Context: an optimization exercise on an open-source flow, tuned for small area, a short achievable clock period and few clock cycles per item. The choices shown serve that exercise and are no tape-out recipe.
Power figures rest on the tool's default switching activity, not on a simulated workload.

==> flow/design.v <==
module modulo_sec#(
  parameter SIZE = 16,
  parameter CALCULATION_OUT = 1'b0 )(
  input clk,
  input rst,
  input [(SIZE-1):0] divident,
  input [(SIZE-1):0] divisor,
  input start,
  output done,
  output [(SIZE-1):0] remainder);
  localparam CW = $clog2(SIZE);
  function [CW-1:0] lzc;
    input [SIZE-1:0] v;
    integer i;
    begin
      lzc = SIZE-1;
      for (i = 0; i < SIZE; i = i + 1)
        if (v[i]) lzc = SIZE-1-i;
    end
  endfunction
  function [SIZE:0] sub_bk;
    input [SIZE-1:0] x, y;
    reg [SIZE-1:0] g, p, gn, pn;
    integer i, j, l;
    begin
      for (i = 0; i < SIZE; i = i + 1) begin
        g[i] = ~x[i] & y[i];
        p[i] = ~(x[i] ^ y[i]);
      end
      for (l = 0; (1 << l) < SIZE; l = l + 1) begin
        gn = g; pn = p;
        for (i = 0; i < SIZE; i = i + 1)
          if (((i + 1) % (2 << l)) == 0) begin
            j = i - (1 << l);
            gn[i] = g[i] | (p[i] & g[j]);
            pn[i] = p[i] & p[j];
          end
        g = gn; p = pn;
      end
      for (l = CW - 2; l >= 0; l = l - 1) begin
        gn = g; pn = p;
        for (i = 0; i < SIZE; i = i + 1)
          if (((i + 1) % (2 << l)) == (1 << l) && i > (1 << l)) begin
            j = i - (1 << l);
            gn[i] = g[i] | (p[i] & g[j]);
            pn[i] = p[i] & p[j];
          end
        g = gn; p = pn;
      end
      sub_bk[SIZE] = g[SIZE-1];
      sub_bk[0] = x[0] ^ y[0];
      for (i = 1; i < SIZE; i = i + 1)
        sub_bk[i] = x[i] ^ y[i] ^ g[i-1];
    end
  endfunction
  reg busy, align;
  reg [SIZE-1:0] rem_reg, div_reg;
  reg [CW-1:0] cnt;
  assign done = ~busy;
  assign remainder = rem_reg;
  wire [CW-1:0] lz_a = lzc(divident);
  wire [CW-1:0] lz_b = lzc(divisor);
  wire [CW:0] shift = {1'b0, lz_b} - {1'b0, lz_a};
  wire [SIZE:0] diff = sub_bk(rem_reg, div_reg);
  always @(posedge clk) begin
    if (~busy) begin
      if (start)
        rem_reg <= divident;
      div_reg <= divisor;
      cnt <= shift[CW-1:0];
      align <= |shift[CW-1:0];
    end else if (align) begin
      div_reg <= div_reg << cnt;
      align <= 1'b0;
    end else begin
      if (~diff[SIZE])
        rem_reg <= diff[SIZE-1:0];
      div_reg <= div_reg >> 1;
      cnt <= cnt - 1'b1;
    end
  end
  always @(posedge clk or posedge rst) begin
    if (rst)
      busy <= 1'b0;
    else if (~busy)
      busy <= start & ~shift[CW];
    else if (~align)
      busy <= |cnt;
  end
endmodule
==> flow/config.mk <==
export PLATFORM = sky130hd
export DESIGN_NAME = modulo_sec
export DESIGN_NICKNAME = modulo_sec
export VERILOG_FILES = /design/flow/design.v
export SDC_FILE = /design/flow/constraint.sdc
export NUM_CORES = 4
export LEC_CHECK = 0
export ABC_AREA = 1
export CAP_MARGIN = 20
export CORE_MARGIN = 2
export CORE_UTILIZATION = 40
export SLEW_MARGIN = 20
==> flow/constraint.sdc <==
create_clock -name core_clock -period 4.0 [get_ports {clk}]
set_input_delay 0.8000 -clock core_clock [delete_from_list [all_inputs] [get_ports {clk}]]
set_output_delay 0.8000 -clock core_clock [all_outputs]
set_load 0.01 [all_outputs]
standard.sh (not shown) runs the stock make flow with config.mk's settings and CLKGATE_MAP_FILE= SYNTH_SCRIPT=/design/flow/synth_recipe.tcl, a recipe that flattens the netlist after the stock synthesis.
==> flow/flow/run.sh <==
#!/bin/bash
# The standard layout, with plain buf_1 cells (not delay cells) as the port buffers.
set -euo pipefail
bash standard.sh BUFFER_PORTS_ARGS="-buffer_cell sky130_fd_sc_hd__buf_1" finish > standard.log 2>&1
Next try:
--- a/flow/design.v
+++ b/flow/design.v
@@ -5,20 +5,30 @@
   input rst,
   input [(SIZE-1):0] divident,
   input [(SIZE-1):0] divisor,
   input start,
   output done,
   output [(SIZE-1):0] remainder);
-  localparam CW = $clog2(SIZE);
-  function [CW-1:0] lzc;
-    input [SIZE-1:0] v;
-    integer i;
+  localparam CW = 4;   
+  function [3:0] lzc;
+    input [15:0] v;
+    reg [3:0] z;
+    reg [1:0] lz0, lz1, lz2, lz3, hi;
     begin
-      lzc = SIZE-1;
-      for (i = 0; i < SIZE; i = i + 1)
-        if (v[i]) lzc = SIZE-1-i;
+      z[3] = ~|v[15:12]; z[2] = ~|v[11:8]; z[1] = ~|v[7:4]; z[0] = ~|v[3:0];
+      lz3 = {~v[15] & ~v[14], ~v[15] & (v[14] | ~v[13])};
+      lz2 = {~v[11] & ~v[10], ~v[11] & (v[10] | ~v[9])};
+      lz1 = {~v[7] & ~v[6], ~v[7] & (v[6] | ~v[5])};
+      lz0 = {~v[3] & ~v[2], ~v[3] & (v[2] | ~v[1])};
+      hi = {z[3] & z[2], z[3] & (~z[2] | z[1])};
+      case (hi)
+        2'd0: lzc = {hi, lz3};
+        2'd1: lzc = {hi, lz2};
+        2'd2: lzc = {hi, lz1};
+        default: lzc = {hi, lz0};
+      endcase
     end
   endfunction
   function [SIZE:0] sub_bk;
     input [SIZE-1:0] x, y;
     reg [SIZE-1:0] g, p, gn, pn;
     integer i, j, l;
@@ -50,41 +60,42 @@
       sub_bk[SIZE] = g[SIZE-1];
       sub_bk[0] = x[0] ^ y[0];
       for (i = 1; i < SIZE; i = i + 1)
         sub_bk[i] = x[i] ^ y[i] ^ g[i-1];
     end
   endfunction
-  reg busy, align;
+  reg idle;
   reg [SIZE-1:0] rem_reg, div_reg;
   reg [CW-1:0] cnt;
-  assign done = ~busy;
+  assign done = idle;
   assign remainder = rem_reg;
   wire [CW-1:0] lz_a = lzc(divident);
   wire [CW-1:0] lz_b = lzc(divisor);
   wire [CW:0] shift = {1'b0, lz_b} - {1'b0, lz_a};
+  wire [1:0] hi_d = lz_b[3:2] - lz_a[3:2];
+  wire [2:0] lo_d = {1'b0, lz_b[1:0]} + {1'b0, ~lz_a[1:0]};
+  wire [SIZE+2:0] by_nibbles = {3'b000, divisor} << {hi_d, 2'b00};
+  wire [SIZE+8:0] by_bits = {6'b000000, by_nibbles} << lo_d;
+  wire [SIZE-1:0] aligned = by_bits[SIZE+2:3];
   wire [SIZE:0] diff = sub_bk(rem_reg, div_reg);
   always @(posedge clk) begin
-    if (~busy) begin
+    if (idle) begin
       if (start)
         rem_reg <= divident;
-      div_reg <= divisor;
+      div_reg <= aligned;
       cnt <= shift[CW-1:0];
-      align <= |shift[CW-1:0];
-    end else if (align) begin
-      div_reg <= div_reg << cnt;
-      align <= 1'b0;
     end else begin
       if (~diff[SIZE])
         rem_reg <= diff[SIZE-1:0];
       div_reg <= div_reg >> 1;
       cnt <= cnt - 1'b1;
     end
   end
   always @(posedge clk or posedge rst) begin
     if (rst)
-      busy <= 1'b0;
-    else if (~busy)
-      busy <= start & ~shift[CW];
-    else if (~align)
-      busy <= |cnt;
+      idle <= 1'b1;
+    else if (idle)
+      idle <= ~start | shift[CW];
+    else
+      idle <= ~|cnt;
   end
 endmodule
What happened: Utilization drops by 1.3 points; maximum frequency drops by roughly a tenth; clock skew climbs by 0.0036 ns; final cell count climbs by roughly a tenth; first-iteration DRC count drops by a little under a tenth; area after synthesis climbs by a little under a tenth; hold slack gets better by 0.17 ns; sequential share of layout area drops by 4.0 points.
No functional check of the RTL was part of any run of this note.

---

main:
RTL: the design.v shown in full above, as it stands there.
Settings: LEC_CHECK=0, CAP_MARGIN=20, CORE_MARGIN=2, CORE_UTILIZATION=40, SLEW_MARGIN=20; clock period 4.0 ns.
Scripts as last shown in full above: flow/flow/run.sh
--- input diff main..the feature branch ---
==> flow/design.v <==
module modulo_sec#(
  parameter SIZE = 16,
  parameter CALCULATION_OUT = 1'b0 )(
  input clk,
  input rst,
  input [(SIZE-1):0] divident,
  input [(SIZE-1):0] divisor,
  input start,
  output done,
  output [(SIZE-1):0] remainder);
  localparam CW = $clog2(SIZE);
  function [CW-1:0] lzc;
    input [SIZE-1:0] v;
    integer i;
    begin
      lzc = SIZE-1;
      for (i = 0; i < SIZE; i = i + 1)
        if (v[i]) lzc = SIZE-1-i;
    end
  endfunction
  reg busy, align;
  reg [SIZE-1:0] rem_reg, div_reg;
  reg [CW-1:0] cnt;
  assign done = ~busy;
  assign remainder = rem_reg;
  wire [CW-1:0] lz_a = lzc(divident);
  wire [CW-1:0] lz_b = lzc(divisor);
  wire [CW:0] shift = {1'b0, lz_b} - {1'b0, lz_a};
  wire [SIZE:0] diff = {1'b0, rem_reg} - {1'b0, div_reg};
  always @(posedge clk) begin
    if (~busy) begin
      if (start)
        rem_reg <= divident;
      div_reg <= divisor;
      cnt <= shift[CW-1:0];
      align <= |shift[CW-1:0];
    end else if (align) begin
      div_reg <= div_reg << cnt;
      align <= 1'b0;
    end else begin
      if (~diff[SIZE])
        rem_reg <= diff[SIZE-1:0];
      div_reg <= div_reg >> 1;
      cnt <= cnt - 1'b1;
    end
  end
  always @(posedge clk or posedge rst) begin
    if (rst)
      busy <= 1'b0;
    else if (~busy)
      busy <= start & ~shift[CW];
    else if (~align)
      busy <= |cnt;
  end
endmodule
Findings:
The standard cells in the feature branch occupy more silicon area than those in main do.
When the feature branch is measured against main, its setup slack turns out 0.035 ns lower.
STATUS relative max-transition margin: the feature branch wins against main
Delta (the feature branch minus main): sequential share of layout area fell 0.20 points; overall die height +0.85%; share of layout cells above drive strength 1 dropped 0.96 points; number of multi-input combinational cells saw an increase.
| die area | lower: main |
| core occupancy in the finished layout | the feature branch vs main | ≈ equal |
The feature branch: count of clock-buffer cells in the layout 2 below main
Relative to main, multi-input gate area in the final layout increased by 2.3% in the feature branch.
The feature branch against main: wire length rose by 570 um; data arrival time at the worst-slack endpoint now sits lower.
Number of cell rows came out exactly the same in the feature branch and main.
No run of this note included a check of the RTL's function; only the layout flow was run.

---

wip/amber:
modulo_sec with an RTL version that a note above also has.
Size in the first run: ~510 cells after synthesis, roughly 37 flip-flops, about 52 I/O pins, roughly 3500 sq um of cells after synthesis.
==> module modulo_sec, before the edit <==
module modulo_sec#(
  parameter SIZE = 16,
  parameter CALCULATION_OUT = 1'b0 )(
  input clk,
  input rst,
  input [(SIZE-1):0] divident,
  input [(SIZE-1):0] divisor,
  input start,
  output done,
  output [(SIZE-1):0] remainder);
  localparam CW = 4;   
  function [3:0] lzc;
    input [15:0] v;
    reg [3:0] z;
    reg [1:0] lz0, lz1, lz2, lz3, hi;
    begin
      z[3] = ~|v[15:12]; z[2] = ~|v[11:8]; z[1] = ~|v[7:4]; z[0] = ~|v[3:0];
      lz3 = {~v[15] & ~v[14], ~v[15] & (v[14] | ~v[13])};
      lz2 = {~v[11] & ~v[10], ~v[11] & (v[10] | ~v[9])};
      lz1 = {~v[7] & ~v[6], ~v[7] & (v[6] | ~v[5])};
      lz0 = {~v[3] & ~v[2], ~v[3] & (v[2] | ~v[1])};
      hi = {z[3] & z[2], z[3] & (~z[2] | z[1])};
      case (hi)
        2'd0: lzc = {hi, lz3};
        2'd1: lzc = {hi, lz2};
        2'd2: lzc = {hi, lz1};
        default: lzc = {hi, lz0};
      endcase
    end
  endfunction
  function [SIZE:0] sub_bk;
    input [SIZE-1:0] x, y;
    reg [SIZE-1:0] g, p, gn, pn;
    integer i, j, l;
    begin
      for (i = 0; i < SIZE; i = i + 1) begin
        g[i] = ~x[i] & y[i];
        p[i] = ~(x[i] ^ y[i]);
      end
      for (l = 0; (1 << l) < SIZE; l = l + 1) begin
        gn = g; pn = p;
        for (i = 0; i < SIZE; i = i + 1)
          if (((i + 1) % (2 << l)) == 0) begin
            j = i - (1 << l);
            gn[i] = g[i] | (p[i] & g[j]);
            pn[i] = p[i] & p[j];
          end
        g = gn; p = pn;
      end
      for (l = CW - 2; l >= 0; l = l - 1) begin
        gn = g; pn = p;
        for (i = 0; i < SIZE; i = i + 1)
          if (((i + 1) % (2 << l)) == (1 << l) && i > (1 << l)) begin
            j = i - (1 << l);
            gn[i] = g[i] | (p[i] & g[j]);
            pn[i] = p[i] & p[j];
          end
        g = gn; p = pn;
      end
      sub_bk[SIZE] = g[SIZE-1];
      sub_bk[0] = x[0] ^ y[0];
      for (i = 1; i < SIZE; i = i + 1)
        sub_bk[i] = x[i] ^ y[i] ^ g[i-1];
    end
  endfunction
  reg idle;
  reg [SIZE-1:0] rem_reg, div_reg;
  reg [CW-1:0] cnt;
  assign done = idle;
  assign remainder = rem_reg;
  wire [CW-1:0] lz_a = lzc(divident);
  wire [CW-1:0] lz_b = lzc(divisor);
  wire [CW:0] shift = {1'b0, lz_b} - {1'b0, lz_a};
  wire [1:0] hi_d = lz_b[3:2] - lz_a[3:2];
  wire [2:0] lo_d = {1'b0, lz_b[1:0]} + {1'b0, ~lz_a[1:0]};
  wire [SIZE+2:0] by_nibbles = {3'b000, divisor} << {hi_d, 2'b00};
  wire [SIZE+8:0] by_bits = {6'b000000, by_nibbles} << lo_d;
  wire [SIZE-1:0] aligned = by_bits[SIZE+2:3];
  wire [SIZE:0] diff = sub_bk(rem_reg, div_reg);
  always @(posedge clk) begin
    if (idle) begin
      if (start)
        rem_reg <= divident;
      div_reg <= aligned;
      cnt <= shift[CW-1:0];
    end else begin
      if (~diff[SIZE])
        rem_reg <= diff[SIZE-1:0];
      div_reg <= div_reg >> 1;
      cnt <= cnt - 1'b1;
    end
  end
  always @(posedge clk or posedge rst) begin
    if (rst)
      idle <= 1'b1;
    else if (idle)
      idle <= ~start | shift[CW];
    else
      idle <= ~|cnt;
  end
endmodule
clock: 4.0 ns
lec_check: 0
abc_area: 1
cap_margin: 20
core_margin: 2
core_utilization: 40
setup_slack_margin: 1.5
slew_margin: 20
Scripts as last shown in full above: flow/flow/run.sh
Modified inputs, wip/maple compared to wip/amber
==> flow/design.v <==
module modulo_sec#(
  parameter SIZE = 16,
  parameter CALCULATION_OUT = 1'b0 )(
  input clk,
  input rst,
  input [(SIZE-1):0] divident,
  input [(SIZE-1):0] divisor,
  input start,
  output done,
  output [(SIZE-1):0] remainder);
  localparam CW = $clog2(SIZE);
  function [CW-1:0] lzc;
    input [SIZE-1:0] v;
    integer i;
    begin
      lzc = SIZE-1;
      for (i = 0; i < SIZE; i = i + 1)
        if (v[i]) lzc = SIZE-1-i;
    end
  endfunction
  function [SIZE:0] sub_bk;
    input [SIZE-1:0] x, y;
    reg [SIZE-1:0] g, p, gn, pn;
    integer i, j, l;
    begin
      for (i = 0; i < SIZE; i = i + 1) begin
        g[i] = ~x[i] & y[i];
        p[i] = ~(x[i] ^ y[i]);
      end
      for (l = 0; (1 << l) < SIZE; l = l + 1) begin
        gn = g; pn = p;
        for (i = 0; i < SIZE; i = i + 1)
          if (((i + 1) % (2 << l)) == 0) begin
            j = i - (1 << l);
            gn[i] = g[i] | (p[i] & g[j]);
            pn[i] = p[i] & p[j];
          end
        g = gn; p = pn;
      end
      for (l = CW - 2; l >= 0; l = l - 1) begin
        gn = g; pn = p;
        for (i = 0; i < SIZE; i = i + 1)
          if (((i + 1) % (2 << l)) == (1 << l) && i > (1 << l)) begin
            j = i - (1 << l);
            gn[i] = g[i] | (p[i] & g[j]);
            pn[i] = p[i] & p[j];
          end
        g = gn; p = pn;
      end
      sub_bk[SIZE] = g[SIZE-1];
      sub_bk[0] = x[0] ^ y[0];
      for (i = 1; i < SIZE; i = i + 1)
        sub_bk[i] = x[i] ^ y[i] ^ g[i-1];
    end
  endfunction
  reg busy;
  reg [SIZE-1:0] rem_reg, div_reg;
  reg [CW-1:0] cnt;
  assign done = ~busy;
  assign remainder = rem_reg;
  wire [CW-1:0] lz_a = lzc(divident);
  wire [CW-1:0] lz_b = lzc(divisor);
  wire [CW:0] shift = {1'b0, lz_b} - {1'b0, lz_a};
  wire [SIZE:0] diff = sub_bk(rem_reg, div_reg);
  always @(posedge clk) begin
    if (busy) begin
      if (~diff[SIZE])
        rem_reg <= diff[SIZE-1:0];
      div_reg <= div_reg >> 1;
      cnt <= cnt - 1'b1;
    end else begin
      if (start)
        rem_reg <= divident;
      div_reg <= divisor << shift[CW-1:0];
      cnt <= shift[CW-1:0];
    end
  end
  always @(posedge clk or posedge rst) begin
    if (rst)
      busy <= 1'b0;
    else if (busy)
      busy <= |cnt;
    else
      busy <= start & ~shift[CW];
  end
endmodule
==> summary.txt <==
The higher fill cell instance count of the final layout came out of wip/amber.
Post-layout instance count excluding filler cells: wip/maple lower than wip/amber
Die span in y on wip/maple is down relative to wip/amber.
The clock network fraction of design power in wip/maple was higher than what wip/amber gave.
Diff wip/amber -> wip/maple | critical path depth | increase of 8
Compared to wip/amber, the router laid down less metal wire for wip/maple.
Relative to wip/amber, the cell area after layout of wip/maple is lower by 20%.
Going from wip/amber to wip/maple, net load switching power now smaller, clock edge transition at the registers on the reported setup and hold paths comparable, wire length of the first global-routing pass now smaller.
Of the two values seen for path class of the lowest-slack min-delay path, input pin to async pin was produced by wip/maple and register to register by wip/amber.
In the reports for wip/amber and wip/maple, the larger number of buffers added for setup after CTS belongs to wip/amber.
No run of this note included a check of the RTL's function; only the layout flow was run.

## port drivers added, routing unchanged
Ports are ideal in the flow. The routed layouts listed here were re-timed in OpenROAD. Step 1 (the two cells are an assumption about what drives the block):
set clk [get_ports {clk}]
set_driving_cell -lib_cell sky130_fd_sc_hd__clkbuf_16 $clk
set_driving_cell -lib_cell sky130_fd_sc_hd__buf_2 [delete_from_list [all_inputs] $clk]
Step 2 moves the port delays by t, midway between the first and last clock arrival at a register: inputs arrive t later, outputs are due t later. That takes back most of the time a late clock gives input paths. Slacks: ideal / step 1 / step 2; pairs: ideal / step 1.
run | t (ns) | slack for setup (ns) | latest minus earliest clock arrival (ns) | worst register clock-pin slew, ns | pins driven straight from the clock port
the first run of note 1 | 0.324 | 1.150 / 1.150 / 0.918 | 0.006 / 0.006 | 0.08 / 0.08 | 1
the second run of note 1 | 0.317 | 0.836 / 0.849 / 0.532 | 0.010 / 0.010 | 0.08 / 0.08 | 1
main | 0.325 | 1.119 / 1.119 / 1.013 | 0.009 / 0.009 | 0.08 / 0.08 | 1
the feature branch | 0.334 | 1.084 / 1.084 / 0.954 | 0.013 / 0.012 | 0.09 / 0.09 | 1
wip/amber | 0.316 | 1.094 / 1.087 / 0.772 | 0.009 / 0.009 | 0.08 / 0.08 | 1
wip/maple | 0.316 | 1.069 / 1.061 / 0.746 | 0.009 / 0.009 | 0.08 / 0.08 | 1
After both steps every run listed still meets setup and hold. The setup slack of wip/maple, which loses most, moves by -0.008 ns with the drivers and by -0.323 ns with both steps.
